Background: an optimization exercise with open tools, aiming at small area and a short achievable clock period. Do not read the settings as production practice. RTL that was checked went through simulation tests only; none was proved equivalent to the original. Only the layout flow was run in runs 1, 2 and 7; the RTL was not checked for function there. Power is estimated from default activity; no workload was simulated.

## design/flow/design.v

```verilog
`timescale 1ns / 1ps
module quant_pre(
    input             clk,
    input             rst,
    input      [31:0] i_max,
    input      [31:0] i_activation,
    output reg [24:0] o_a,      
    output reg [22:0] o_mm,     
    output reg [2:0]  o_sh,     
    output reg        o_big,    
    output reg        o_eq      
);
    wire [7:0] em = i_max[30:23];
    wire [7:0] ea = i_activation[30:23];
    wire [7:0] d  = em - ea;
    wire big  = ea > em;
    wire zero = ea < (em - 8'd8);
    wire eq   = (ea == em);
    always @(posedge clk) begin
        begin
            o_mm  <= i_max[22:0];
            o_big <= big;
            o_eq  <= eq & ~zero;
            o_sh  <= eq ? 3'd0 : (d[2:0] - 3'd1);
            if (zero & ~big)
                o_a <= 25'd0;
            else if (eq)
                o_a <= {1'b1, i_activation[22:0], 1'b0};
            else
                o_a <= {2'b01, i_activation[22:0]};
        end
    end
endmodule
`timescale 1ns / 1ps
module quant_divider #(parameter ARCH = 0) (
    input  [24:0] i_v,
    input  [22:0] i_mm,
    output        o_bit,
    output [23:0] o_rem
);
    localparam N = 24;
    wire [N-1:0] a = i_v[N-1:0];
    wire [N-1:0] b = ~{1'b1, i_mm};           
    wire [N-1:0] g = a & b;
    wire [N-1:0] p = a ^ b;
    wire [N-1:0] g0 = {g[N-1:1], a[0] | b[0]};
    localparam L = 5;
    wire [N-1:0] G [0:L];
    wire [N-1:0] P [0:L];
    assign G[0] = g0;
    assign P[0] = {p[N-1:1], 1'b0};
    genvar l, i;
    generate
        for (l = 0; l < L; l = l + 1) begin : g_lvl
            for (i = 0; i < N; i = i + 1) begin : g_bit
                if (ARCH == 0) begin : ks    
                    if (i >= (1 << l)) begin : m
                        assign G[l+1][i] = G[l][i] | (P[l][i] & G[l][i - (1 << l)]);
                        assign P[l+1][i] = P[l][i] & P[l][i - (1 << l)];
                    end else begin : t
                        assign G[l+1][i] = G[l][i];
                        assign P[l+1][i] = P[l][i];
                    end
                end else begin : sk         
                    if ((i >> l) & 1) begin : m
                        assign G[l+1][i] = G[l][i] | (P[l][i] & G[l][((i >> l) << l) - 1]);
                        assign P[l+1][i] = P[l][i] & P[l][((i >> l) << l) - 1];
                    end else begin : t
                        assign G[l+1][i] = G[l][i];
                        assign P[l+1][i] = P[l][i];
                    end
                end
            end
        end
    endgenerate
    wire [N-1:0] cy = G[L];                   
    wire [N-1:0] cin = {cy[N-2:0], 1'b1};     
    wire [N-1:0] d = p ^ cin;
    assign o_bit = i_v[24] | cy[N-1];
    assign o_rem = o_bit ? d : a;
endmodule
`timescale 1ns / 1ps
module quantizer(
    input         clk,
    input         rst,
    input  [31:0] i_max,
    input  [31:0] i_activation,
    output [7:0]  o_index
);
    wire [24:0] a0;
    wire [22:0] mm0;
    wire [2:0]  sh0;
    wire        big0, eq0;
    quant_pre u_quant_pre(
        .clk(clk), .rst(rst), .i_max(i_max), .i_activation(i_activation),
        .o_a(a0), .o_mm(mm0), .o_sh(sh0), .o_big(big0), .o_eq(eq0)
    );
    wire        c1;
    wire [23:0] rem1;
    quant_divider #(.ARCH(0)) u_step1(.i_v(a0), .i_mm(mm0), .o_bit(c1), .o_rem(rem1));
    wire sat1 = big0 | (eq0 & (a0[23:1] >= mm0));
    wire [23:0] rem [1:8];
    wire [22:0] mm  [1:8];
    wire [2:0]  sh  [1:8];
    wire        sat [1:8];
    wire [7:0]  q   [1:8];    
    assign rem[1] = rem1;
    assign mm[1]  = mm0;
    assign sh[1]  = sh0;
    assign sat[1] = sat1;
    assign q[1]   = {7'd0, c1};
    genvar k;
    generate
        for (k = 2; k <= 8; k = k + 1) begin : g_stage
            reg [23:0] r_rem;
            reg [22:0] r_mm;
            reg [2:0]  r_sh;
            reg        r_sat;
            reg [6:0]  r_q;
            always @(posedge clk) begin
                begin
                    r_rem <= rem[k-1];
                    r_mm  <= mm[k-1];
                    r_sh  <= sh[k-1];
                    r_sat <= sat[k-1];
                    r_q   <= q[k-1][6:0];
                end
            end
            wire        c;
            wire [23:0] nrem;
            quant_divider #(.ARCH(0)) u_step(.i_v({r_rem, 1'b0}), .i_mm(r_mm), .o_bit(c), .o_rem(nrem));
            assign rem[k] = nrem;
            assign mm[k]  = r_mm;
            assign sh[k]  = r_sh;
            assign sat[k] = r_sat;
            assign q[k]   = {r_q, c};
        end
    endgenerate
    wire [7:0] idx = sat[8] ? 8'hff : (q[8] >> sh[8]);
    reg [7:0] r_valid;
    reg [7:0] r_index;
    always @(posedge clk or posedge rst) begin
        if (rst) begin
            r_valid <= 8'd0;
            r_index <= 8'd0;
        end else begin
            r_valid <= {r_valid[6:0], 1'b1};
            r_index <= idx & {8{r_valid[7]}};
        end
    end
    assign o_index = r_index;
endmodule
```

## design/flow/run.sh

```bash
#!/bin/bash
# synth_recipe.tcl (not shown) runs the flow's synth.tcl, then flattens the netlist and writes it again
# the make line also repeats each setting of config.mk as NAME=value (left out here)
make -C /OpenROAD-flow-scripts/flow DESIGN_CONFIG=/design/flow/config.mk WORK_HOME=/design/flow/orfs CLKGATE_MAP_FILE= SYNTH_SCRIPT=/design/flow/synth_recipe.tcl finish
```

## design/flow/config.mk

```make
export PLATFORM = sky130hd
export DESIGN_NAME = quantizer
export DESIGN_NICKNAME = quantizer
export VERILOG_FILES = /design/flow/design.v
export SDC_FILE = /design/flow/constraint.sdc
export NUM_CORES = 4
export LEC_CHECK = 0
export CAP_MARGIN = 20
export CORE_MARGIN = 2
export CORE_UTILIZATION = 60
export SETUP_SLACK_MARGIN = 2.0
export SLEW_MARGIN = 20
```

## design/flow/constraint.sdc

```tcl
create_clock -name core_clock -period 5.0 [get_ports {clk}]
set_input_delay 1.0000 -clock core_clock [delete_from_list [all_inputs] [get_ports {clk}]]
set_output_delay 1.0000 -clock core_clock [all_outputs]
set_load 0.01 [all_outputs]
```

==> results_dict.tcl, run 1 <==
set metrics [dict create \
    status "no timing/DRC/antenna violations" \
    critPathLaunchType "flip-flop" \
    relSlewSlack 0.483 \
    coreArea_sq_um 35400 \
    numCtsBuffers 47 \
    period_share 0.619 \
    syn_nets 2492 \
    synth_seq_area_share 0.428 \
    finalCriticalPeriod_ns 3.09 \
    cts.reportedPaths.clkPinSlew_ns 0.06 \
    cts_tree "done" \
    yosys-top-cells-area "dfxtp_1 (41%), ha_1 (13%), inv_1 (4.3%), a21oi_1 (4.1%), xnor2_1 (3.8%)" \
    setup_violations 0 \
    sequentialPowerShare 0.304 \
    skew_ns 0.0225 \
    vias_per_cell 5.41 \
    ios 74 \
    critical_path_arrival_ns 3.54 \
    netlist_area_sq_um 21400 \
    htree_levels 2 \
    ir_worst_vdd_mv 0.433 \
    intPower_mw 11.1 \
    p_comb_frac 0.493 \
    p_leak_nw 11.9 \
    rsz0062_at_grt "yes" \
    final_cells 2862 \
    num_rows 69 \
    syn_to_final_growth_pct 21.0 \
    fmax_mhz 323 \
    postRouteAntennaNets 0 \
    grt_max_degree 29 \
    powerDensity_nw_per_um2 657 \
    drc 0 \
    die_area_sq_um 37200 \
    worst-path-max-fanout 6 \
    grt.total_usage 0.227 \
    use_met3 0.0367 \
    synth-edff-count 0 \
    synth.avg_cell_area_sq_um 9.73 \
    hold_start "g_stage[4].r_q[0]$_DFF_P_" \
    cap_violations 0 \
    required_ns 5.45 \
    dp_hpwl_um 30000 \
    async_flop_share 0.0352 \
    die_width_um 193 \
    tns_ns 0 \
    switching_share 0.349 \
    final_cell_area_sq_um 25900 \
    wl_um 43800 \
    vias 15500 \
    first_global_vias 15200 \
    globalplace.congestion 0.914 \
    yosys.area.top_type "dfxtp_1" \
    report.final.slew_viol_count 0 \
    wl_per_cell_um 15.3 \
    r2r_start "g_stage[7].r_mm[2]$_DFF_P_" \
    total_power_mw 17.0 \
    use_met1 0.244 \
    drt_pre_antenna_iters 5 \
    switching_power_mw 5.95 \
    grt_pass1_wl_um 68600 \
    clock-root-buffer "clkbuf_16" \
    hold_violations 0 \
    grt_overflow 0 \
    fin_nets 2653 \
    post-route-util 0.733 \
    clockPowerShare 0.203 \
    antenna_found_initial 0 \
    synth_top_flop_cell "dfxtp_1" \
    clockBufferDepth 3 \
    grt_use_met2 0.441 \
    insertion_delay_ns 0.58 \
    drive_gt1_frac 0.169 \
    num_antenna_cells 0 \
    die_height_um 193 \
    grt_busiest_layer "met2" \
    synth_top_area_frac 0.409 \
    start_util 0.605 \
    place_area_sq_um 22500 \
    crit_type "reg2reg" \
    synth-seq-cells 454 \
    critPathLaunch "g_stage[7].r_mm[2]$_DFF_P_" \
    place.port_buffers 71 \
    tightest_slew_ns 0.756 \
    critPathCaptureType "flip-flop" \
    syn_inst 2203 \
    clkSinkCount 454 \
    drt_iter0_drc 517 \
    placed_cells 2704 \
    synth_cell_types 90 \
    hold_path_class "reg2reg" \
    ys_warn_count 3 \
]
-- sequential cells by signal (all words and copies together), names as in the netlist --
signal / flops
u_quant_pre.o_sh: 3
u_quant_pre.o_mm: 23
g_stage.r_mm: 161
u_quant_pre.o_a: 25
u_quant_pre.o_eq: 1
u_quant_pre.o_big: 1
g_stage.r_sat: 7
g_stage.r_rem: 168
r_valid: 8
g_stage.r_q: 28
r_index: 8
g_stage.r_sh: 21
-- what timing repair did --
action / CTS / global route
setup buffers: 33 / 22
pin swaps: 23 / 45
cloned: 10 / 7
endpoints found under the hold margin: 0 / 0
gates resized for setup: 106 / 106
setup endpoints to repair: 171 / 181
hold buffers: 0 / 0
-- cells by family after synthesis --
family                     after synthesis  synth area share
other                                    1          0.000175
buffers and inverters                  287            0.0550
DFF                                    454             0.428
muxes                                  105            0.0614
xor gates and xnor gates               129            0.0527
adders and majority gates              223             0.133
AOI/OAI and AO/OA                      537             0.166
and+or+nand+nor                        467             0.104
-- final timing paths --
kind	end	slack (ns)	cells after the start
max	g_stage[8].r_rem[13]$_DFF_P_	1.91	14
min	g_stage[5].r_q[1]$_DFF_P_	0.32	0
max reg2reg	g_stage[8].r_rem[13]$_DFF_P_	1.91	14
min reg2reg	g_stage[5].r_q[1]$_DFF_P_	0.32	0
max in group asynchronous	r_valid[0]$_DFF_PP0_	3.74	2
min in group asynchronous	r_valid[5]$_DFF_PP0_	0.83	2
-- power groups by stage --
stage / Clock, mW / Sequential, mW / Combinational, mW
finish: 3.45 / 5.18 / 8.41
global route: 3.68 / 5.29 / 9.23
CTS: 3.53 / 5.15 / 7.70
detailed placement: 0 / 5.21 / 6.77
global placement: 0 / 5.20 / 6.62
floorplan: 0 / 5.03 / 5.75
-- synthesized netlist by cell type, types with 6 or more instances --
cell	number
and3_1	19
buf_2	11
o31a_1	6
mux2_2	54
o211ai_1	9
a31oi_1	21
o21bai_1	9
o21ai_0	91
nand2b_1	22
buf_6	10
a21oi_1	176
nor3_1	28
a31o_2	8
inv_1	247
xor2_1	36
nor2_1	131
clkbuf_1	15
mux2_4	36
nand4_1	16
a2111oi_0	6
a21o_1	56
xnor2_1	93
a21boi_0	7
nand3_1	30
or3_1	9
and2_1	16
mux2i_1	10
o31ai_1	11
or2_2	9
nand2_1	132
dfxtp_1	438
dfrtp_1	16
nor4_1	6
fa_1	8
ha_1	215
nor2b_1	30
a211oi_1	19
o21a_1	45
-- critical path, cell delays in order (launching register included) --
cell       delay, ns
dfxtp_2         0.34
inv_2           0.04
ha_4            0.21
nor2b_4         0.12
o31a_1          0.33
o2111ai_2       0.27
a311oi_2        0.14
buf_4           0.18
o221ai_4        0.22
a21oi_2         0.07
or2_1           0.24
a21o_4          0.25
buf_6           0.13
buf_16          0.13
mux2_4          0.29
-- through the flow --
| stage | hold slack [ns] | worst slack [ns] |
|---|---|---|
| 2_1_floorplan | 0.310 | 2.06 |
| 3_3_place_gp | 0.310 | 1.23 |
| 3_5_place_dp | 0.312 | 1.21 |
| 4_1_cts | 0.320 | 1.90 |
| 5_1_grt | 0.322 | 1.83 |
| 6_report | 0.316 | 1.91 |
-- layout by cell type (no fill, tap or decap), types with 8 or more instances in the layout --
master,netlist,layout
or2_2,9,9
ha_1,215,198
xor2_1,36,36
a31oi_1,21,18
a31o_2,8,8
inv_1,247,241
ha_4,0,14
nand4_1,16,16
o211ai_1,9,9
nor2_1,131,124
mux2i_1,10,10
clkbuf_8,0,14
buf_12,0,9
a21oi_2,0,10
a211oi_1,19,13
or3_1,9,8
buf_4,3,47
a21oi_1,176,164
and3_1,19,18
o21bai_1,9,9
dfxtp_1,438,418
nor3_1,28,25
and2_1,16,16
xnor2_1,93,93
nand2b_1,22,22
clkbuf_16,0,51
clkbuf_1,15,8
dfxtp_2,0,19
mux2_2,54,51
a21o_1,56,55
o21ai_1,5,10
nor2b_1,30,25
nand2_1,132,132
dfrtp_1,16,16
clkdlybuf4s50_1,0,69
nand3_1,30,30
o21a_1,45,43
o21ai_0,91,82
mux2_4,36,39
-- per-layer routing --
metal / vias to the layer above / part of all wire / routed length (um)
met5: - / 0 / 0
met4: 0 / 0.037 / 1610
met3: 122 / 0.031 / 1350
met2: 316 / 0.53 / 23200
met1: 7068 / 0.40 / 17600
li1: 7990 / - / -
-- final cells by class --
type                    count  area (sq um)
inverters                 247           927
repair buffers            150          1740
clock buffers              69          1400
fillers                  2581          9460
well taps                 461           577
multi-input cells        1464         11900
flip-flops and latches    454          9200
clock inverters            17           188
==> run 2, diff against run 1 <==
--- a/design/flow/design.v
+++ b/design/flow/design.v
@@ -99,3 +99,3 @@
     wire [23:0] rem1;
-    quant_divider #(.ARCH(0)) u_step1(.i_v(a0), .i_mm(mm0), .o_bit(c1), .o_rem(rem1));
+    quant_divider #(.ARCH(1)) u_step1(.i_v(a0), .i_mm(mm0), .o_bit(c1), .o_rem(rem1));
     wire sat1 = big0 | (eq0 & (a0[23:1] >= mm0));
@@ -130,3 +130,3 @@
             wire [23:0] nrem;
-            quant_divider #(.ARCH(0)) u_step(.i_v({r_rem, 1'b0}), .i_mm(r_mm), .o_bit(c), .o_rem(nrem));
+            quant_divider #(.ARCH(1)) u_step(.i_v({r_rem, 1'b0}), .i_mm(r_mm), .o_bit(c), .o_rem(nrem));
             assign rem[k] = nrem;
==> run 2 against run 1 <==
Compared with the run above: still clean; combinational power fell by 22%; sequential cell count did not move; clock power fell by 2%; critical path type unchanged.
==> results_dict.tcl, run 2 <==
set metrics [dict create \
    drt_iter0_drc 437 \
    ys_warn_count 3 \
    cp_cell_sequence "inv_2 -> ha_4 -> fa_2 -> nor2b_4 -> o2111ai_2 -> a32oi_2 -> buf_4 -> a21oi_4 -> o311a_4 -> o31ai_4 -> buf_12 -> mux2_4" \
    layout_commonest_cell "dfxtp_1" \
    die_area_sq_um 35400 \
    grt_max_degree 45 \
    hold_violations 0 \
    syn_to_final_growth_pct 18.5 \
    numCtsBuffers 47 \
    period_share 0.609 \
    first_global_vias 13500 \
    netlist_area_sq_um 20300 \
    insertion_delay_ns 0.55 \
    drc 0 \
    rsz0062_at_grt "yes" \
    async_flop_share 0.0352 \
    final_cell_mix "dfxtp_1 (434), inv_1 (256), ha_1 (207)" \
    synth_most_common_cell "dfxtp_1" \
    yosys-top-cells-area "dfxtp_1 (43%), ha_1 (13%), inv_1 (4.7%), a21oi_1 (3.8%), fa_1 (3.5%)" \
    dp_hpwl_um 27700 \
    wl_per_cell_um 15.0 \
    crit_path_max_incr_delay_ns 0.41 \
    cts_hold_buf 0 \
    synth_common_cells "dfxtp_1 (438), inv_1 (257), ha_1 (208)" \
    fillers 2387 \
    syn_nets 2251 \
    placed_cells 2433 \
    synth.avg_cell_area_sq_um 10.5 \
    drive_gt1_frac 0.145 \
    clkSinkCount 454 \
    powerDensity_nw_per_um2 628 \
    critPathLaunchType "flip-flop" \
    crit_type "reg2reg" \
    wl_um 38600 \
    num_rows 67 \
    hold_path_class "reg2reg" \
    status "no timing/DRC/antenna violations" \
    required_ns 5.44 \
    synth-edff-count 0 \
    cap_violations 0 \
    yosys.area.top_type "dfxtp_1" \
    synth-seq-cells 454 \
    hold_ws_ns 0.321 \
    slowest_stage "fa_2" \
    dp_slack_ns 1.10 \
    synth_top_flop_cell "dfxtp_1" \
    clock-root-buffer "clkbuf_16" \
    finalCriticalPeriod_ns 3.04 \
    antenna_found_initial 0 \
    syn_inst 1941 \
    clockBufferDepth 3 \
    fmax_mhz 329 \
    tightest_slew_ns 0.770 \
    coreArea_sq_um 33400 \
    start_util 0.607 \
    setup_violations 0 \
    tns_ns 0 \
    htree_levels 2 \
    fin_nets 2408 \
    setup_slack_ns 1.96 \
    cts.reportedPaths.clkPinSlew_ns 0.06 \
    ios 74 \
    critPathCaptureType "flip-flop" \
    vias 13500 \
    synth_top_area_frac 0.432 \
    regMostFlops "g_stage.r_rem" \
    grt.total_usage 0.215 \
    final_cells 2577 \
    skew_ns 0.0251 \
    die_width_um 188 \
    vias_per_cell 5.23 \
    num_antenna_cells 0 \
    report.final.slew_viol_count 0 \
    die_height_um 188 \
    r2r_slack_ns 1.96 \
    ir_worst_vdd_mv 0.394 \
    postRouteAntennaNets 0 \
    cts_tree "done" \
    globalplace.congestion 0.798 \
    grt_pass1_wl_um 62900 \
    grt_overflow 0 \
    p_leak_nw 11.2 \
    relSlewSlack 0.481 \
    place.port_buffers 71 \
    largest_reg_flops 168 \
    biggestRegsByFlops "g_stage.r_rem x168, g_stage.r_mm x161, g_stage.r_q x28" \
    worst-path-max-fanout 8 \
    drt_pre_antenna_iters 6 \
    synth_seq_area_share 0.451 \
    synth_cell_types 80 \
    critical_path_arrival_ns 3.48 \
]
run 2: cell type report:
type / count / area, sq um / area share
clock inverter: 10 / 145 / 0.00603
tap: 448 / 561 / 0.0233
sequential: 454 / 9170 / 0.381
clock buffer: 70 / 1380 / 0.0575
inverter: 257 / 965 / 0.0401
multi-input combinational: 1199 / 10400 / 0.432
timing repair buffer: 139 / 1450 / 0.0603
run 2: logic make-up after synthesis:
group,after synthesis,share of synthesized area
other,1,0.000185
and+or+nand+nor,303,0.0720
adders and majority gates,244,0.164
buffers and inverters,292,0.0592
muxes,127,0.0720
DFF,454,0.451
xor gates and xnor gates,109,0.0470
AOI/OAI and AO/OA,411,0.135
run 2: final timing paths:
| kind | from | to | cells past startpoint |
|---|---|---|---|
| hold reg to reg | g_stage[5].r_sat$_DFF_P_ | g_stage[6].r_sat$_DFF_P_ | 0 |
| setup reg to reg | u_quant_pre.o_a[0]$_SDFF_PP0_ | g_stage[2].r_rem[14]$_DFF_P_ | 12 |
| max in group asynchronous | rst | r_index[1]$_DFF_PP0_ | 2 |
| hold / removal | g_stage[5].r_sat$_DFF_P_ | g_stage[6].r_sat$_DFF_P_ | 0 |
| setup / recovery | u_quant_pre.o_a[0]$_SDFF_PP0_ | g_stage[2].r_rem[14]$_DFF_P_ | 12 |
| min in group asynchronous | rst | r_index[4]$_DFF_PP0_ | 2 |
run 2: per-layer routing:
metal | vias up | share of wire | global-route usage
met4 | 0 | 0.037 | 0.0872
met2 | 220 | 0.53 | 0.408
li1 | 6912 | - | -
met1 | 6274 | 0.40 | 0.240
met5 | - | 0 | 0
met3 | 84 | 0.029 | 0.0305
run 2: power by group:
group          switching [mW]  internal, mW  leakage, nW
clock                    1.32          2.06        0.743
sequential              0.550          4.61         3.89
combinational            3.21          3.38         6.55
run 2: what timing repair did:
action | CTS | global route
setup buffers | 33 | 19
pin swaps | 20 | 23
cloned | 5 | 7
setup endpoints to repair | 168 | 132
gates resized for setup | 37 | 76
run 2: metrics by stage:
stage | instance area (sq um) | power, mW | util
after floorplan | 20300 | 9.90 | -
after global placement | 21400 | 10.8 | 0.640
after detailed placement | 21400 | 11.0 | 0.640
after CTS | 23500 | 14.9 | 0.703
after global routing | 24100 | 16.2 | 0.720
final | 24100 | 15.1 | 0.720
run 2: critical path, delay by kind of cell (launching register included):
family,cells,cell delay [ns]
compound gates,5,1.19
fa+ha+maj,2,0.56
buf+inv,3,0.39
flops,1,0.33
mux,1,0.30
simple gates,1,0.14
==> run 3, diff against run 2 <==
--- a/design/flow/design.v
+++ b/design/flow/design.v
@@ -7,3 +7,3 @@
     output reg [24:0] o_a,      
-    output reg [22:0] o_mm,     
+    output reg [22:0] o_nm,     
     output reg [2:0]  o_sh,     
@@ -20,3 +20,3 @@
         begin
-            o_mm  <= i_max[22:0];
+            o_nm  <= ~i_max[22:0];
             o_big <= big;
@@ -36,3 +36,3 @@
     input  [24:0] i_v,
-    input  [22:0] i_mm,
+    input  [22:0] i_nm,       
     output        o_bit,
@@ -42,3 +42,3 @@
     wire [N-1:0] a = i_v[N-1:0];
-    wire [N-1:0] b = ~{1'b1, i_mm};           
+    wire [N-1:0] b = {1'b0, i_nm};           
     wire [N-1:0] g = a & b;
@@ -75,3 +75,31 @@
     endgenerate
-    wire [N-1:0] cy = G[L];                   
+    wire [N-1:0] BG [0:2*L];
+    wire [N-1:0] BP [0:2*L];
+    assign BG[0] = G[0];
+    assign BP[0] = P[0];
+    generate
+        for (l = 0; l < L; l = l + 1) begin : g_up
+            for (i = 0; i < N; i = i + 1) begin : g_bit
+                if (((i + 1) % (2 << l)) == 0) begin : m
+                    assign BG[l+1][i] = BG[l][i] | (BP[l][i] & BG[l][i - (1 << l)]);
+                    assign BP[l+1][i] = BP[l][i] & BP[l][i - (1 << l)];
+                end else begin : t
+                    assign BG[l+1][i] = BG[l][i];
+                    assign BP[l+1][i] = BP[l][i];
+                end
+            end
+        end
+        for (l = L - 2; l >= 0; l = l - 1) begin : g_dn
+            for (i = 0; i < N; i = i + 1) begin : g_bit
+                if (((i + 1) % (2 << l)) == (1 << l) && i > (1 << l)) begin : m
+                    assign BG[2*L-1-l][i] = BG[2*L-2-l][i] | (BP[2*L-2-l][i] & BG[2*L-2-l][i - (1 << l)]);
+                    assign BP[2*L-1-l][i] = BP[2*L-2-l][i] & BP[2*L-2-l][i - (1 << l)];
+                end else begin : t
+                    assign BG[2*L-1-l][i] = BG[2*L-2-l][i];
+                    assign BP[2*L-1-l][i] = BP[2*L-2-l][i];
+                end
+            end
+        end
+    endgenerate
+    wire [N-1:0] cy = (ARCH == 2) ? BG[2*L-1] : G[L];    
     wire [N-1:0] cin = {cy[N-2:0], 1'b1};     
@@ -95,3 +123,3 @@
         .clk(clk), .rst(rst), .i_max(i_max), .i_activation(i_activation),
-        .o_a(a0), .o_mm(mm0), .o_sh(sh0), .o_big(big0), .o_eq(eq0)
+        .o_a(a0), .o_nm(mm0), .o_sh(sh0), .o_big(big0), .o_eq(eq0)
     );
@@ -99,4 +127,4 @@
     wire [23:0] rem1;
-    quant_divider #(.ARCH(1)) u_step1(.i_v(a0), .i_mm(mm0), .o_bit(c1), .o_rem(rem1));
-    wire sat1 = big0 | (eq0 & (a0[23:1] >= mm0));
+    quant_divider #(.ARCH(2)) u_step1(.i_v(a0), .i_nm(mm0), .o_bit(c1), .o_rem(rem1));
+    wire sat1 = big0 | (eq0 & (a0[23:1] >= ~mm0));
     wire [23:0] rem [1:8];
@@ -130,3 +158,3 @@
             wire [23:0] nrem;
-            quant_divider #(.ARCH(1)) u_step(.i_v({r_rem, 1'b0}), .i_mm(r_mm), .o_bit(c), .o_rem(nrem));
+            quant_divider #(.ARCH(2)) u_step(.i_v({r_rem, 1'b0}), .i_nm(r_mm), .o_bit(c), .o_rem(nrem));
             assign rem[k] = nrem;
==> run 3 against run 2 <==
Compared with the run above: register-to-register slack gained 0.14 ns; worst setup slack improved by 0.14 ns; via count down 6.4%; fmax up 4.7%; first-iteration DRC count increased by 4.6%; global-route usage down 1.2 points; core utilization down 1.7 points; synthesized cell count down 5.5%; critical path type unchanged.
==> results_dict.tcl, run 3 <==
set metrics [dict create \
    tns_ns 0 \
    hold_path_class "reg2reg" \
    final_cell_mix "dfxtp_1 (436), ha_1 (207), inv_1 (178)" \
    grt_overflow 0 \
    synth_top_area_frac 0.439 \
    post-route-util 0.703 \
    place.port_buffers 71 \
    synth_seq_area_share 0.460 \
    ir_worst_vdd_mv 0.302 \
    yosys-top-cells-area "dfxtp_1 (44%), ha_1 (13%), fa_1 (8.5%), inv_1 (3.4%), a21oi_1 (3.4%)" \
    cts_tree "done" \
    syn_nets 2194 \
    wl_um 34800 \
    async_flop_share 0.0352 \
    numCtsBuffers 46 \
    globalplace.congestion 0.842 \
    synth_most_common_cell "dfxtp_1" \
    finalCriticalPeriod_ns 2.91 \
    grt.total_usage 0.203 \
    worst-path-max-fanout 4 \
    num_rows 66 \
    syn_inst 1835 \
    path_buf_inv 2 \
    biggestRegsByFlops "g_stage.r_rem x168, g_stage.r_mm x161, g_stage.r_q x28" \
    dp_slack_ns 1.35 \
    setup_slack_ns 2.09 \
    ys_warn_count 3 \
    clkSinkCount 454 \
    postRouteAntennaNets 0 \
    start_util 0.612 \
    r2r_slack_ns 2.09 \
    die_area_sq_um 34700 \
    drive_gt1_frac 0.108 \
    ios 74 \
    final_cell_area_sq_um 22900 \
    rr_worst_depth 13 \
    crit_type "reg2reg" \
    p_leak_nw 10.5 \
    largest_reg_flops 168 \
    critPathCaptureType "flip-flop" \
    num_antenna_cells 0 \
    hold_violations 0 \
    status "no timing/DRC/antenna violations" \
    drt_iter0_drc 457 \
    coreArea_sq_um 32600 \
    hold_start "g_stage[3].r_q[0]$_DFF_P_" \
    synth_common_cells "dfxtp_1 (438), ha_1 (208), inv_1 (182)" \
    cp_cell_sequence "inv_2 -> ha_4 -> inv_2 -> fa_2 -> a211oi_2 -> o21ai_2 -> o2111ai_2 -> o21ai_2 -> a21o_1 -> a21o_1 -> fa_2 -> xor2_1 -> mux2_4" \
    critical_path_depth 13 \
    tightest_slew_ns 0.678 \
    layout_commonest_cell "dfxtp_1" \
    wl_per_cell_um 14.4 \
    final_cells 2423 \
    fillers 2436 \
    synth_top_flop_cell "dfxtp_1" \
    fin_nets 2307 \
    synth-edff-count 0 \
    cp_top_family "compound AO/OA/AOI/OAI gates" \
    endpoint "g_stage[2].r_rem[19]$_DFF_P_" \
    htree_levels 2 \
    clock-root-buffer "clkbuf_16" \
    skew_ns 0.0207 \
    netlist_area_sq_um 20000 \
    cts.reportedPaths.clkPinSlew_ns 0.06 \
    fmax_mhz 344 \
    yosys.area.top_type "dfxtp_1" \
    required_ns 5.45 \
    syn_to_final_growth_pct 14.9 \
    place_area_sq_um 21100 \
    critical_path_arrival_ns 3.35 \
    clockBufferDepth 3 \
    r2r_start "u_quant_pre.o_a[0]$_SDFF_PP0_" \
    powerDensity_nw_per_um2 604 \
    period_share 0.581 \
    vias 12600 \
    antenna_found_initial 0 \
    relSlewSlack 0.548 \
    r2r_end "g_stage[2].r_rem[19]$_DFF_P_" \
    die_height_um 186 \
    drt_pre_antenna_iters 6 \
    synth_cell_types 65 \
    dp_hpwl_um 25200 \
    insertion_delay_ns 0.56 \
    synth.avg_cell_area_sq_um 10.9 \
    placed_cells 2321 \
    crit_path_max_incr_delay_ns 0.40 \
    setup_violations 0 \
    report.final.slew_viol_count 0 \
    first_global_vias 13200 \
    vias_per_cell 5.21 \
    grt_pass1_wl_um 59400 \
    grt_max_degree 34 \
    synth-seq-cells 454 \
    critPathLaunchType "flip-flop" \
    critPathLaunch "u_quant_pre.o_a[0]$_SDFF_PP0_" \
    drc 0 \
    regMostFlops "g_stage.r_rem" \
    slowest_stage "fa_2" \
    rsz0062_at_grt "yes" \
    die_width_um 186 \
    cap_violations 0 \
]
-- run 3: cell count changes after synthesis, moves of 9 or more --
cell	delta
xnor2_1	-26
fa_1	+49
a21oi_1	-20
mux2_4	-12
nor2_1	-39
xor2_1	-9
nor3_1	-16
o21ai_0	+19
o211ai_1	-11
a31oi_1	+11
o21a_1	-13
nand2_1	+84
inv_1	-75
-- run 3: repair_timing --
| item | CTS | global route |
|---|---|---|
| cloned | 3 | 3 |
| pin swaps | 4 | 18 |
| setup buffers | 6 | 9 |
| gates resized for setup | 15 | 42 |
| setup endpoints to repair | 156 | 109 |
| hold buffers | 0 | 0 |
-- run 3: report_power, final --
part	switching, mW	internal [mW]
Sequential	0.594	4.59
Clock	1.32	1.93
Combinational	2.76	2.66
Total	4.67	9.18
-- run 3: cells by family (layout without fill, tap and decap cells) --
kind of cell,count (synthesis),in the layout,synth area share
AOI/OAI and AO/OA,367,372,0.114
xor gates and xnor gates,74,74,0.0325
adders and majority gates,293,293,0.216
buffers and inverters,218,359,0.0438
DFF,454,454,0.460
muxes,112,112,0.0628
other,1,1,0.000188
and+or+nand+nor,316,316,0.0716
-- run 3: layout make-up --
type / instances / area, sq um / share of cell area
Multi-Input combinational cell: 1168 / 10100 / 0.442
Sequential cell: 454 / 9170 / 0.400
Clock buffer: 66 / 1350 / 0.0589
Timing Repair Buffer: 95 / 911 / 0.0397
Inverter: 183 / 689 / 0.0301
Tap cell: 442 / 553 / 0.0241
Clock inverter: 15 / 116 / 0.00507
-- run 3: how the worst min path moves through the flow --
stage / to / depth (start not counted)
floorplan: g_stage[2].r_sh[0]$_DFF_P_ / 0
global placement: g_stage[7].r_q[2]$_DFF_P_ / 0
detailed placement: g_stage[2].r_sh[0]$_DFF_P_ / 0
CTS: g_stage[2].r_sh[0]$_DFF_P_ / 0
global route: g_stage[5].r_sat$_DFF_P_ / 0
finish: g_stage[4].r_q[1]$_DFF_P_ / 0
-- run 3: layer usage --
layer | vias up | wire [um] | share of wire | GRT usage
li1 | 6469 | - | - | -
met1 | 5892 | 14800 | 0.42 | 0.232
met2 | 178 | 17600 | 0.51 | 0.376
met3 | 84 | 1030 | 0.029 | 0.0323
met4 | 0 | 1380 | 0.040 | 0.0840
met5 | - | 0 | 0 | 0
-- run 3: worst reg2reg max path: cells and delay by family, from the launching register on --
| kind | cells | cell delay, ns |
|---|---|---|
| muxes | 1 | 0.25 |
| adders and majority gates | 3 | 0.88 |
| AOI/OAI and AO/OA | 6 | 1.11 |
| DFF | 1 | 0.31 |
| xor gates and xnor gates | 1 | 0.15 |
| buffers and inverters | 2 | 0.11 |
-- run 3: stage by stage --
step	power (mW)	hold slack, ns
finish	13.9	0.324
CTS	13.8	0.322
global placement	10.1	0.311
detailed placement	10.4	0.312
floorplan	9.29	0.310
global route	15.0	0.323
==> run 4, diff against run 3 <==
--- a/design/flow/config.mk
+++ b/design/flow/config.mk
@@ -10,2 +10,5 @@
 export CORE_UTILIZATION = 60
+export CTS_BUF_LIST = sky130_fd_sc_hd__clkbuf_16
+export CTS_CLUSTER_DIAMETER = 70
+export CTS_CLUSTER_SIZE = 24
 export SETUP_SLACK_MARGIN = 2.0
==> run 4 against run 3 <==
Compared with the run above: first-iteration DRC count shrank 13%; sequential cell count is the same; still clean; worst setup slack gained 0.041 ns; register-to-register slack gained 0.04 ns; sequential share of layout area grew 1.0 points; global-route usage shrank 0.73 points.
==> results_dict.tcl, run 4 <==
set metrics [dict create \
    status "no timing/DRC/antenna violations" \
    total_power_mw 12.9 \
    clock-root-buffer "clkbuf_16" \
    tightest_slew_ns 0.666 \
    fin_nets 2288 \
    crit_type "reg2reg" \
    powerDensity_nw_per_um2 576 \
    grt_overflow 0 \
    critPathCaptureType "flip-flop" \
    die_area_sq_um 34700 \
    tns_ns 0 \
    globalplace.congestion 0.842 \
    cp_cell_sequence "ha_1 -> a21oi_1 -> o21ai_1 -> or4_1 -> a31o_2 -> a31oi_4 -> mux2_2" \
    clockBufferDepth 3 \
    critPathLaunch "g_stage[2].r_rem[16]$_DFF_P_" \
    wl_um 33500 \
    die_height_um 186 \
    required_ns 5.47 \
    fillers 2487 \
    synth_most_common_cell "dfxtp_1" \
    ir_worst_vdd_mv 0.321 \
    period_share 0.573 \
    first_global_vias 13000 \
    vias 12400 \
    hold_violations 0 \
    drive_gt1_frac 0.0951 \
    cap_violations 0 \
    syn_nets 2194 \
    wl_per_cell_um 14.0 \
    vias_per_cell 5.21 \
    yosys-top-cells-area "dfxtp_1 (44%), ha_1 (13%), fa_1 (8.5%), inv_1 (3.4%), a21oi_1 (3.4%)" \
    netlist_area_sq_um 20000 \
    rr_worst_depth 7 \
    postRouteAntennaNets 0 \
    final_cell_mix "dfxtp_1 (436), ha_1 (208), inv_1 (182)" \
    r2r_start "g_stage[2].r_rem[16]$_DFF_P_" \
    grt.total_usage 0.196 \
    fmax_mhz 349 \
    drt_iter0_drc 398 \
    largest_reg_flops 168 \
    num_rows 66 \
    relSlewSlack 0.556 \
    syn_inst 1835 \
    final_cell_area_sq_um 22400 \
    synth_top_flop_cell "dfxtp_1" \
    synth-seq-cells 454 \
    place_area_sq_um 21100 \
    biggestRegsByFlops "g_stage.r_rem x168, g_stage.r_mm x161, g_stage.r_q x28" \
    skew_ns 0.0194 \
    cts_tree "done" \
    setup_violations 0 \
    critPathLaunchType "flip-flop" \
    hold_path_class "reg2reg" \
    synth_common_cells "dfxtp_1 (438), ha_1 (208), inv_1 (182)" \
    r2r_slack_ns 2.14 \
    endpoint "g_stage[3].r_rem[12]$_DFF_P_" \
    report.final.slew_viol_count 0 \
    cts.reportedPaths.clkPinSlew_ns 0.09 \
    synth-edff-count 0 \
    cts_hold_buf 0 \
    place.port_buffers 71 \
    coreArea_sq_um 32600 \
    worst-path-max-fanout 17 \
    regMostFlops "g_stage.r_rem" \
    ys_warn_count 3 \
    grt_max_degree 34 \
    p_leak_nw 10.2 \
    slowest_stage "or4_1" \
    grt_pass1_wl_um 57800 \
    antenna_found_initial 0 \
    synth.avg_cell_area_sq_um 10.9 \
    hold_ws_ns 0.328 \
    rsz0062_at_grt "no" \
    insertion_delay_ns 0.58 \
    syn_to_final_growth_pct 12.1 \
    clkSinkCount 454 \
    drt_pre_antenna_iters 4 \
    synth_cell_types 65 \
    start_util 0.612 \
    finalCriticalPeriod_ns 2.86 \
    num_antenna_cells 0 \
    synth_top_area_frac 0.439 \
    critical_path_arrival_ns 3.33 \
    crit_path_max_incr_delay_ns 0.53 \
    synth_seq_area_share 0.460 \
    die_width_um 186 \
    htree_levels 1 \
    drc 0 \
    async_flop_share 0.0352 \
    yosys.area.top_type "dfxtp_1" \
    ios 74 \
    numCtsBuffers 28 \
    layout_commonest_cell "dfxtp_1" \
    dp_hpwl_um 25200 \
    r2r_end "g_stage[3].r_rem[12]$_DFF_P_" \
]
run 4: power breakdown:
part | switching, mW | total [mW] | leakage, nW | internal [mW]
Sequential | 0.589 | 5.17 | 3.88 | 4.58
Combinational | 2.71 | 5.33 | 5.84 | 2.62
Clock | 1.26 | 2.38 | 0.448 | 1.12
run 4: through the flow:
step | std cells | utilization | worst slack (ns)
after floorplan | 1835 | - | 2.00
after global placement | 2321 | 0.646 | 1.34
after detailed placement | 2321 | 0.646 | 1.35
after CTS | 2382 | 0.681 | 2.02
after global routing | 2388 | 0.686 | 1.98
final | 2388 | 0.686 | 2.14
run 4: final cells by class:
type | count | area (sq um) | share of cell area
inverter | 183 | 689 | 0.0308
tap | 442 | 553 | 0.0247
sequential | 454 | 9170 | 0.410
multi-input combinational | 1167 | 10100 | 0.452
clock buffer | 29 | 726 | 0.0324
clock inverter | 18 | 194 | 0.00867
timing repair buffer | 95 | 915 | 0.0409
run 4: critical path: cells and delay by family, from the launching register on:
family	cells	cell delay (ns)
AO/OA/AOI/OAI	4	1.15
adder cells (fa/ha/maj)	1	0.35
flip-flops	1	0.32
multiplexers	1	0.39
AND/OR/NAND/NOR	1	0.53
run 4: what timing repair did:
action / CTS / global route
endpoints found under the setup margin: 155 / 107
gates cloned: 3 / 2
buffers inserted: 11 / 4
resized for setup: 17 / 39
pin swaps: 9 / 19
run 4: cell families (layout without fill, tap and decap cells):
| family | count (synthesis) | in the layout | share of synthesized area |
|---|---|---|---|
| flip-flops | 454 | 454 | 0.460 |
| buffers and inverters | 218 | 325 | 0.0438 |
| AO/OA/AOI/OAI | 367 | 371 | 0.114 |
| multiplexers | 112 | 112 | 0.0628 |
| adder cells (fa/ha/maj) | 293 | 293 | 0.216 |
| AND/OR/NAND/NOR | 316 | 316 | 0.0716 |
| other | 1 | 1 | 0.000188 |
| XOR/XNOR | 74 | 74 | 0.0325 |
run 4: routing by layer:
layer | track usage | routed length (um) | part of all wire
met3 | 0.0222 | 828 | 0.025
met4 | 0.0985 | 1720 | 0.051
met2 | 0.360 | 16500 | 0.49
met1 | 0.225 | 14400 | 0.43
met5 | 0 | 0 | 0
run 4: worst min path at each step:
| stage | depth (start not counted) | startpoint | endpoint | slack, ns |
|---|---|---|---|---|
| final | 0 | g_stage[5].r_q[2]$_DFF_P_ | g_stage[6].r_q[3]$_DFF_P_ | 0.33 |
| after global routing | 0 | g_stage[2].r_sh[1]$_DFF_P_ | g_stage[3].r_sh[1]$_DFF_P_ | 0.34 |
| after CTS | 0 | g_stage[7].r_sat$_DFF_P_ | g_stage[8].r_sat$_DFF_P_ | 0.33 |
| after detailed placement | 0 | u_quant_pre.o_sh[0]$_SDFF_PP0_ | g_stage[2].r_sh[0]$_DFF_P_ | 0.31 |
| after global placement | 0 | g_stage[6].r_q[1]$_DFF_P_ | g_stage[7].r_q[2]$_DFF_P_ | 0.31 |
| after floorplan | 0 | u_quant_pre.o_sh[0]$_SDFF_PP0_ | g_stage[2].r_sh[0]$_DFF_P_ | 0.31 |
==> run 5, diff against run 4 <==
--- a/design/flow/config.mk
+++ b/design/flow/config.mk
@@ -10,6 +10,5 @@
 export CORE_UTILIZATION = 60
-export CTS_BUF_LIST = sky130_fd_sc_hd__clkbuf_16
-export CTS_CLUSTER_DIAMETER = 70
-export CTS_CLUSTER_SIZE = 24
-export SETUP_SLACK_MARGIN = 2.0
+export CTS_CLUSTER_DIAMETER = 100
+export CTS_CLUSTER_SIZE = 30
+export SETUP_SLACK_MARGIN = 2.4
 export SLEW_MARGIN = 20
==> run 5 against run 4 <==
Compared with the run above: still clean on timing, DRC and antenna; largest power group unchanged; core utilization up 5.8 points; clock power down 26%; sequential power increased by 2%; routed wire length grew 15%; first-iteration DRC count grew 9.5%; final cell count increased by 3.0%; critical path depth up 4; non-clock buffer count up 84.
==> results_dict.tcl, run 5 <==
set metrics [dict create \
    dp_hpwl_um 25300 \
    yosys.area_share.simple 0.0716 \
    use_met1 0.250 \
    numCtsBuffers 19 \
    hold_path_class "reg2reg" \
    tightest_slew_ns 0.709 \
    r2r_slack_ns 2.18 \
    synth.avg_cell_area_sq_um 10.9 \
    ios 74 \
    grt_max_degree 34 \
    num_antenna_cells 0 \
    postRouteAntennaNets 0 \
    layout_commonest_cell "dfxtp_1" \
    die_area_sq_um 34700 \
    ir_worst_vdd_mv 0.316 \
    worst-path-max-fanout 4 \
    synthXorXnorAreaFrac 0.0325 \
    clockBufferDepth 3 \
    insertion_delay_ns 0.55 \
    ys_warn_count 3 \
    critical_path_arrival_ns 3.24 \
    syn_nets 2194 \
    drt_iter0_drc 436 \
    post-route-util 0.743 \
    vias_per_cell 5.28 \
    antenna_found_initial 0 \
    fillers 2263 \
    status "no timing/DRC/antenna violations" \
    place.port_buffers 71 \
    crit_type "reg2reg" \
    critPathCaptureType "flip-flop" \
    yosys.area.top_type "dfxtp_1" \
    drt_pre_antenna_iters 4 \
    num_rows 66 \
    fin_nets 2373 \
    tns_ns 0 \
    wl_per_cell_um 15.7 \
    rr_worst_depth 11 \
    p_leak_nw 10.7 \
    skew_ns 0.0336 \
    synth.area.mux_share 0.0628 \
    grt.total_usage 0.220 \
    synth-edff-count 0 \
    vias 13000 \
    relSlewSlack 0.527 \
    setup_violations 0 \
    globalplace.congestion 0.841 \
    hold_violations 0 \
    coreArea_sq_um 32600 \
    start_util 0.612 \
    report.final.slew_viol_count 0 \
    die_width_um 186 \
    synth_seq_area_share 0.460 \
    cts.reportedPaths.clkPinSlew_ns 0.11 \
    fmax_mhz 355 \
    required_ns 5.42 \
    synth_top_family_by_area "adder cells" \
    r2r_end "g_stage[7].r_rem[20]$_DFF_P_" \
    largest_reg_flops 168 \
    grt_use_met2 0.416 \
    wl_um 38500 \
    final_cell_mix "dfxtp_1 (405), ha_1 (187), inv_1 (163)" \
    grt_busiest_layer "met2" \
    synth_top_flop_cell "dfxtp_1" \
    syn_to_final_growth_pct 21.5 \
    use_met3 0.0228 \
    grt_pass1_wl_um 63600 \
    first_global_vias 13600 \
    critPathLaunchType "flip-flop" \
    synth_cell_types 65 \
    clock-root-buffer "clkbuf_16" \
    synth_fa_ha_area_frac 0.216 \
    grt_overflow 0 \
    yosys-top-cells-area "dfxtp_1 (44%), ha_1 (13%), fa_1 (8.5%), inv_1 (3.4%), a21oi_1 (3.4%)" \
    syn_inst 1835 \
    cap_violations 0 \
    die_height_um 186 \
    clkSinkCount 454 \
    critPathLaunch "g_stage[6].r_rem[0]$_SDFF_PP0_" \
    async_flop_share 0.0352 \
    drive_gt1_frac 0.230 \
    synth-seq-cells 454 \
    rsz0062_at_grt "yes" \
    netlist_area_sq_um 20000 \
    synth_common_cells "dfxtp_1 (438), ha_1 (208), inv_1 (182)" \
    htree_levels 1 \
    finalCriticalPeriod_ns 2.82 \
    drc 0 \
    regMostFlops "g_stage.r_rem" \
    biggestRegsByFlops "g_stage.r_rem x168, g_stage.r_mm x161, g_stage.r_q x28" \
    endpoint "g_stage[7].r_rem[20]$_DFF_P_" \
    r2r_start "g_stage[6].r_rem[0]$_SDFF_PP0_" \
    synth_most_common_cell "dfxtp_1" \
    synth_top_area_frac 0.439 \
    synth-compound-area-share 0.114 \
    cts_tree "done" \
    period_share 0.563 \
    powerDensity_nw_per_um2 580 \
]
==> run 5: cell counts after synthesis <==
Identical to the previous run, type by type.
==> run 5: worst min-delay path by stage <==
stage	from	endpoint	slack, ns	cells after the start
2_1_floorplan	u_quant_pre.o_sh[0]$_SDFF_PP0_	g_stage[2].r_sh[0]$_DFF_P_	0.31	0
5_1_grt	g_stage[5].r_sat$_DFF_P_	g_stage[6].r_sat$_DFF_P_	0.34	0
3_5_place_dp	g_stage[3].r_q[0]$_DFF_P_	g_stage[4].r_q[1]$_DFF_P_	0.31	0
3_3_place_gp	g_stage[6].r_q[1]$_DFF_P_	g_stage[7].r_q[2]$_DFF_P_	0.31	0
6_report	g_stage[5].r_q[2]$_DFF_P_	g_stage[6].r_q[3]$_DFF_P_	0.33	0
4_1_cts	g_stage[3].r_q[0]$_DFF_P_	g_stage[4].r_q[1]$_DFF_P_	0.33	0
==> run 5: power breakdown <==
part,switching (mW),total [mW],internal (mW)
sequential,0.692,5.29,4.60
clock,1.05,1.76,0.714
combinational,3.43,7.01,3.58
==> run 5: layer usage <==
| layer | up-vias | routed length [um] |
|---|---|---|
| met3 | 87 | 875 |
| met2 | 184 | 20200 |
| met4 | 0 | 2010 |
| li1 | 6583 | - |
| met1 | 6126 | 15400 |
| met5 | - | 0 |
==> run 5: timing repair <==
item                       CTS  global route
hold buffers                 0             0
setup buffers               64            29
resized for setup          188           172
setup endpoints to repair  197           184
gates cloned                14             7
pin swaps                   65            64
==> run 5: logic make-up after synthesis <==
logic type                 after synthesis
and+or+nand+nor                        316
xor gates and xnor gates                74
AOI/OAI and AO/OA                      367
adders and majority gates              293
other                                    1
muxes                                  112
buffers and inverters                  218
DFF                                    454
==> run 5: through the flow <==
step | hold slack (ns) | setup WS (ns) | total power, mW | cells | area, sq um
finish | 0.331 | 2.18 | 14.1 | 2459 | 24300
global route | 0.339 | 2.10 | 15.2 | 2459 | 24300
CTS | 0.330 | 2.13 | 13.2 | 2423 | 23300
detailed placement | 0.312 | 1.35 | 10.4 | 2321 | 21200
global placement | 0.310 | 1.35 | 10.1 | 2321 | 21200
floorplan | 0.310 | 2.30 | 9.31 | 1835 | 20100
==> run 5: critical path: stages, from the launching register on <==
cell     delay, ns
dfxtp_2       0.34
inv_2         0.04
fa_2          0.38
nor2b_1       0.13
o21a_1        0.16
o31a_2        0.18
o21ai_4       0.10
o41a_1        0.36
buf_6         0.15
o21ai_2       0.14
fa_2          0.46
mux2_2        0.27
==> run 5: final cells by class <==
class	instances	area, sq um	area share
multi-input combinational	1173	11200	0.463
inverter	183	731	0.0301
clock buffer	22	487	0.0201
clock inverter	2	38.8	0.00160
timing repair buffer	179	1910	0.0787
tap	442	553	0.0228
timing repair inverter	4	77.6	0.00320
sequential	454	9220	0.380
==> run 6, diff against run 5 <==
--- a/design/flow/config.mk
+++ b/design/flow/config.mk
@@ -12,3 +12,3 @@
 export CTS_CLUSTER_SIZE = 30
-export SETUP_SLACK_MARGIN = 2.4
+export SETUP_SLACK_MARGIN = 2.0
 export SLEW_MARGIN = 20
==> run 6 against run 5 <==
Compared with the run above: still clean on timing, DRC and antenna; first-iteration DRC count shrank 6.7%; fmax down 2.2%; total power decreased by 13%; worst setup slack worse by 0.064 ns; global-route usage down 2.5 points; clock skew down 0.0041 ns; register-to-register slack got worse by 0.06 ns; non-clock buffer count shrank 86; worst hold slack got worse by 0.0013 ns; routed wire length down 13%; combinational power fell by 24%.
==> results_dict.tcl, run 6 <==
set metrics [dict create \
    path_buf_inv 1 \
    wl_met3_um 813 \
    tns_ns 0 \
    largest_reg_flops 168 \
    critical_path_arrival_ns 3.33 \
    tightest_slew_ns 0.700 \
    ios 74 \
    cts_tree "done" \
    cp_cell_sequence "inv_1 -> fa_1 -> nand2b_1 -> a21oi_4 -> o211ai_1 -> a211oi_4 -> or3_1 -> a31oi_2 -> fa_1 -> o21ai_0 -> nand2_1" \
    htree_levels 1 \
    cts_hold_buf 0 \
    rr_worst_depth 11 \
    vias 12300 \
    synth-seq-cells 454 \
    final_cells 2362 \
    place.port_buffers 71 \
    coreArea_sq_um 32600 \
    critPathLaunchType "flip-flop" \
    numCtsBuffers 19 \
    grt_max_degree 34 \
    fin_nets 2277 \
    cap_violations 0 \
    relSlewSlack 0.533 \
    period_share 0.576 \
    cp_top_family "compound AO/OA/AOI/OAI gates" \
    crit_type "reg2reg" \
    num_rows 66 \
    netlist_area_sq_um 20000 \
    yosys.area.top_type "dfxtp_1" \
    worst-path-max-fanout 3 \
    routed-wl-met2_um 17000 \
    die_width_um 186 \
    wl_per_cell_um 14.1 \
    placed_cells 2321 \
    slowest_stage "fa_1" \
    setup_violations 0 \
    biggestRegsByFlops "g_stage.r_rem x168, g_stage.r_mm x161, g_stage.r_q x28" \
    critPathCaptureType "flip-flop" \
    synth-edff-count 0 \
    min_to "g_stage[7].r_q[1]$_DFF_P_" \
    final_cell_mix "dfxtp_1 (433), ha_1 (208), inv_1 (180)" \
    drive_gt1_frac 0.0833 \
    report.final.slew_viol_count 0 \
    required_ns 5.45 \
    ys_warn_count 3 \
    powerDensity_nw_per_um2 558 \
    synth_common_cells "dfxtp_1 (438), ha_1 (208), inv_1 (182)" \
    min_path_cells 0 \
    synth_most_common_cell "dfxtp_1" \
    yosys-top-cells-area "dfxtp_1 (44%), ha_1 (13%), fa_1 (8.5%), inv_1 (3.4%), a21oi_1 (3.4%)" \
    hold_path_class "reg2reg" \
    die_area_sq_um 34700 \
    antenna_found_initial 0 \
    met1_length_um 14500 \
    clock-root-buffer "clkbuf_16" \
    p_leak_nw 9.97 \
    start_util 0.612 \
    drt_iter0_drc 407 \
    syn_inst 1835 \
    hold_start "g_stage[6].r_q[0]$_DFF_P_" \
    r2r_slack_ns 2.12 \
    top_layer "met4" \
    synth_cell_types 65 \
    path_common_cell "fa_1" \
    total_power_mw 12.3 \
    fmax_mhz 347 \
    synth.avg_cell_area_sq_um 10.9 \
    dp_hpwl_um 25200 \
    crit_path_max_incr_delay_ns 0.42 \
    hold_violations 0 \
    grt_overflow 0 \
    grt_pass1_wl_um 57400 \
    syn_nets 2194 \
    layout_commonest_cell "dfxtp_1" \
    regMostFlops "g_stage.r_rem" \
    synth_seq_area_share 0.460 \
    num_antenna_cells 0 \
    grt.total_usage 0.194 \
    r2r_start "g_stage[2].r_mm[0]$_DFF_P_" \
    drt_pre_antenna_iters 5 \
    die_height_um 186 \
    drc 0 \
    insertion_delay_ns 0.55 \
    first_global_vias 12800 \
    rsz0062_at_grt "no" \
    globalplace.congestion 0.842 \
    async_flop_share 0.0352 \
    postRouteAntennaNets 0 \
    ir_worst_vdd_mv 0.247 \
    synth_top_area_frac 0.439 \
    clkSinkCount 454 \
    clockBufferDepth 3 \
    vias_per_cell 5.22 \
    wl_um 33400 \
    r2r_end "g_stage[3].r_rem[23]$_DFF_P_" \
    syn_to_final_growth_pct 10.0 \
    cts.reportedPaths.clkPinSlew_ns 0.11 \
    finalCriticalPeriod_ns 2.88 \
    skew_ns 0.0294 \
    status "no timing/DRC/antenna violations" \
    synth_top_flop_cell "dfxtp_1" \
]
## run 6: final cells by class
class                   instances  area [sq um]
well taps                     442           553
repair buffers                 93           896
inverters                     183           692
flip-flops and latches        454          9180
clock inverters                 2          38.8
fillers                      2546         10700
multi-input cells            1167         10100
clock buffers                  21           483
## run 6: metrics by stage
stage / hold slack, ns / cell area [sq um] / worst slack [ns] / util
2_1_floorplan: 0.310 / 20000 / 2.00 / -
3_3_place_gp: 0.311 / 21100 / 1.34 / 0.646
3_5_place_dp: 0.312 / 21100 / 1.35 / 0.646
4_1_cts: 0.329 / 21800 / 2.02 / 0.668
5_1_grt: 0.336 / 22000 / 1.98 / 0.673
6_report: 0.330 / 22000 / 2.12 / 0.673
## run 6: timing repair
| item | in CTS | in global routing |
|---|---|---|
| buffers inserted | 8 | 5 |
| resized for setup | 20 | 37 |
| pin swaps | 7 | 18 |
| gates cloned | 3 | 2 |
| endpoints found under the setup margin | 157 | 99 |
## run 6: worst max-delay path by stage
stage	startpoint	end	slack, ns	cells past startpoint
after global placement	i_max[24]	u_quant_pre.o_a[0]$_SDFF_PP0_	1.34	11
final	g_stage[2].r_mm[0]$_DFF_P_	g_stage[3].r_rem[23]$_DFF_P_	2.12	11
after CTS	i_max[24]	u_quant_pre.o_a[2]$_SDFF_PP0_	2.02	11
after floorplan	i_max[26]	u_quant_pre.o_a[0]$_SDFF_PP0_	2.00	11
after detailed placement	i_max[24]	u_quant_pre.o_a[19]$_SDFF_PP0_	1.35	11
after global routing	g_stage[2].r_rem[4]$_DFF_P_	g_stage[3].r_rem[22]$_DFF_P_	1.98	9
## run 6: power by group
group / switching (mW) / leakage, nW / total (mW) / internal (mW)
Clock: 1.04 / 0.252 / 1.75 / 0.710
Sequential: 0.590 / 3.88 / 5.17 / 4.58
Combinational: 2.71 / 5.83 / 5.32 / 2.62
## run 6: kinds of logic after synthesis
logic type                 share of synthesized area
DFF                                            0.460
adders and majority gates                      0.216
AOI/OAI and AO/OA                              0.114
muxes                                         0.0628
other                                       0.000188
xor gates and xnor gates                      0.0325
buffers and inverters                         0.0438
and+or+nand+nor                               0.0716
## run 6: layer usage
metal / vias up / track usage
li1: 6366 / -
met1: 5751 / 0.227
met2: 152 / 0.373
met3: 57 / 0.0201
met4: 0 / 0.0575
met5: - / 0
==> run 7, diff against run 6 <==
--- a/design/flow/design.v
+++ b/design/flow/design.v
@@ -127,3 +127,3 @@
     wire [23:0] rem1;
-    quant_divider #(.ARCH(2)) u_step1(.i_v(a0), .i_nm(mm0), .o_bit(c1), .o_rem(rem1));
+    quant_divider #(.ARCH(0)) u_step1(.i_v(a0), .i_nm(mm0), .o_bit(c1), .o_rem(rem1));
     wire sat1 = big0 | (eq0 & (a0[23:1] >= ~mm0));
@@ -158,3 +158,3 @@
             wire [23:0] nrem;
-            quant_divider #(.ARCH(2)) u_step(.i_v({r_rem, 1'b0}), .i_nm(r_mm), .o_bit(c), .o_rem(nrem));
+            quant_divider #(.ARCH(0)) u_step(.i_v({r_rem, 1'b0}), .i_nm(r_mm), .o_bit(c), .o_rem(nrem));
             assign rem[k] = nrem;
==> run 7 against run 6 <==
Compared with the run above: still clean; fmax decreased by 5.6%; worst setup slack got worse by 0.17 ns; die area increased by 3.0%; sequential power about the same; register-to-register slack got worse by 0.17 ns; final area increased by 8.0%; first-iteration DRC count increased by 110%.
==> results_dict.tcl, run 7 <==
set metrics [dict create \
    status "no timing/DRC/antenna violations" \
    r2r_slack_ns 1.95 \
    drive_gt1_frac 0.119 \
    fillers 2512 \
    dp_slack_ns 1.03 \
    critPathCaptureType "flip-flop" \
    clock-root-buffer "clkbuf_16" \
    yosys-top-cells-area "dfxtp_1 (43%), ha_1 (13%), o21ai_0 (4.2%), a21oi_1 (3.8%), nand2_1 (3.5%)" \
    setup_slack_ns 1.95 \
    ios 74 \
    tightest_slew_ns 0.576 \
    num_antenna_cells 0 \
    syn_inst 2113 \
    hold_ws_ns 0.332 \
    critical_path_arrival_ns 3.52 \
    required_ns 5.47 \
    synth_top_area_frac 0.426 \
    critPathLaunchType "flip-flop" \
    period_share 0.610 \
    cts_tree "done" \
    grt_max_degree 43 \
    cap_violations 0 \
    fmax_mhz 328 \
    insertion_delay_ns 0.54 \
    tns_ns 0 \
    final_cell_mix "dfxtp_1 (421), ha_1 (205), nand2_1 (170)" \
    regMostFlops "g_stage.r_rem" \
    synth_most_common_cell "dfxtp_1" \
    synth_seq_area_share 0.446 \
    synth_top_flop_cell "dfxtp_1" \
    wl_um 41500 \
    synth_cell_types 85 \
    report.final.slew_viol_count 0 \
    layout_commonest_cell "dfxtp_1" \
    die_area_sq_um 35800 \
    synth_common_cells "dfxtp_1 (438), ha_1 (215), nand2_1 (193)" \
    place.port_buffers 71 \
    grt.total_usage 0.223 \
    worst-path-max-fanout 6 \
    largest_reg_flops 168 \
    vias_per_cell 5.63 \
    drt_pre_antenna_iters 5 \
    vias 15000 \
    relSlewSlack 0.612 \
    powerDensity_nw_per_um2 619 \
    hold_path_class "reg2reg" \
    hold_violations 0 \
    async_flop_share 0.0352 \
    cts_hold_buf 0 \
    yosys.area.top_type "dfxtp_1" \
    wl_per_cell_um 15.6 \
    ir_worst_vdd_mv 0.373 \
    grt_pass1_wl_um 66700 \
    crit_type "reg2reg" \
    finalCriticalPeriod_ns 3.05 \
    first_global_vias 14700 \
    numCtsBuffers 19 \
    drc 0 \
    start_util 0.612 \
    htree_levels 1 \
    grt_overflow 0 \
    dp_hpwl_um 28400 \
    num_rows 67 \
    ys_warn_count 3 \
    globalplace.congestion 0.932 \
    clockBufferDepth 3 \
    multiInputGateArea_sq_um 11600 \
    seq_area_sq_um 9190 \
    coreArea_sq_um 33600 \
    skew_ns 0.0306 \
    die_height_um 189 \
    antenna_found_initial 0 \
    p_leak_nw 10.5 \
    total_power_mw 14.7 \
    biggestRegsByFlops "g_stage.r_rem x168, g_stage.r_mm x161, g_stage.r_q x28" \
    cts.reportedPaths.clkPinSlew_ns 0.11 \
    syn_nets 2402 \
    syn_to_final_growth_pct 15.3 \
    synth.avg_cell_area_sq_um 9.73 \
    netlist_area_sq_um 20600 \
    rsz0062_at_grt "yes" \
    fin_nets 2508 \
    synth-edff-count 0 \
    setup_violations 0 \
    die_width_um 189 \
    clkSinkCount 454 \
    synth-seq-cells 454 \
    drt_iter0_drc 857 \
    postRouteAntennaNets 0 \
]
## run 7: cell count changes after synthesis, sizes merged, moves of 27 or more
cell	before	now
xnor2	40	71
inv	183	99
nor2	65	114
fa	85	8
a21oi	134	161
mux2i	45	8
a21o	31	67
mux2	66	29
o21ai	101	189
nand2	154	193
## run 7: logic make-up (layout without fill, tap and decap cells)
group / Yosys count / in the layout / synth area share
AOI/OAI and AO/OA: 644 / 648 / 0.205
xor gates and xnor gates: 130 / 130 / 0.0554
adders and majority gates: 223 / 223 / 0.139
buffers and inverters: 148 / 249 / 0.0302
DFF: 454 / 454 / 0.446
muxes: 37 / 37 / 0.0201
other: 1 / 1 / 0.000182
and+or+nand+nor: 476 / 478 / 0.105
## run 7: where the power goes
group          internal, mW  total, mW  switching (mW)
Combinational          3.66       7.75            4.09
Sequential             4.59       5.18           0.586
Clock                 0.706       1.75            1.04
Total                  8.96       14.7            5.71
## run 7: final timing paths
check                                                     from  cells past startpoint                      endpoint
worst max-delay path            g_stage[3].r_rem[0]$_SDFF_PP0_                     13  g_stage[4].r_rem[12]$_DFF_P_
worst min-delay path                g_stage[7].r_sh[0]$_DFF_P_                      0    g_stage[8].r_sh[0]$_DFF_P_
worst max register to register  g_stage[3].r_rem[0]$_SDFF_PP0_                     13  g_stage[4].r_rem[12]$_DFF_P_
worst min register to register      g_stage[7].r_sh[0]$_DFF_P_                      0    g_stage[8].r_sh[0]$_DFF_P_
min in group asynchronous                                  rst                      2          r_index[2]$_DFF_PP0_
max in group asynchronous                                  rst                      2          r_valid[2]$_DFF_PP0_
## run 7: final cells by class
type                       instances  area share
clock buffer                      21      0.0204
clock inverter                     1     0.00127
inverter                         100      0.0166
multi-input combinational       1517       0.489
sequential                       454       0.388
tap                              448      0.0236
timing repair buffer             125      0.0604
timing repair inverter             2     0.00153
## run 7: what timing repair did
action / in CTS / in global routing
endpoints found under the setup margin: 146 / 147
cloned: 12 / 5
buffers inserted: 26 / 12
gates resized for setup: 71 / 179
pin swaps: 24 / 46
## run 7: metal layers
metal | vias up | share of wire | global-route usage
met4 | 0 | 0.037 | 0.0844
met1 | 6907 | 0.42 | 0.253
li1 | 7749 | - | -
met5 | - | 0 | 0
met2 | 277 | 0.52 | 0.428
met3 | 83 | 0.025 | 0.0202
## run 7: stage by stage
stage | area [sq um] | instances | util
after detailed placement | 21700 | 2591 | 0.644
after CTS | 23000 | 2651 | 0.684
final | 23700 | 2668 | 0.705
after floorplan | 20600 | 2113 | -
after global placement | 21700 | 2591 | 0.644
after global routing | 23700 | 2668 | 0.705
## run 7: critical path, cell delays in order, from the launching register on
cell	delay, ns
dfxtp_2	0.35
inv_2	0.04
fa_2	0.39
nor2b_2	0.13
o211ai_1	0.09
buf_4	0.17
a2111oi_4	0.42
o2111ai_4	0.20
a311oi_4	0.34
a311o_2	0.30
buf_12	0.12
a21oi_4	0.05
buf_6	0.16
o31ai_2	0.20

static timing again, ports no longer ideal:
The results above use ideal ports. As a check the final layouts listed here were re-extracted and re-timed, cells and wires unchanged. Step 1: set_driving_cell puts a clkbuf_16 on clk and a buf_2 on each other input, an assumption about the parent block. Step 2 also shifts input and output timing later by t, the mid clock arrival at the registers, as if the neighbouring blocks saw the same clock. Slacks: no drivers / after step 1 / after step 2; pairs: no drivers / after step 1.
run | t (ns) | setup WS [ns] | worst data-port slew with drivers (ns)
run 1 | 0.617 | 1.906 / 1.906 / 1.533 | 0.05
run 2 | 0.599 | 1.957 / 1.957 / 1.621 | 0.04
run 3 | 0.598 | 2.094 / 2.094 / 1.534 | 0.03
run 4 | 0.619 | 2.136 / 2.136 / 1.572 | 0.03
run 5 | 0.582 | 2.184 / 2.184 / 1.917 | 0.03
run 6 | 0.585 | 2.120 / 2.120 / 1.609 | 0.03
run 7 | 0.583 | 1.950 / 1.950 / 1.537 | 0.03
After both steps setup and hold are still met in every run listed. For run 4, which loses most, drivers alone change the setup slack by 0.000 ns; drivers and shift together by -0.564 ns.
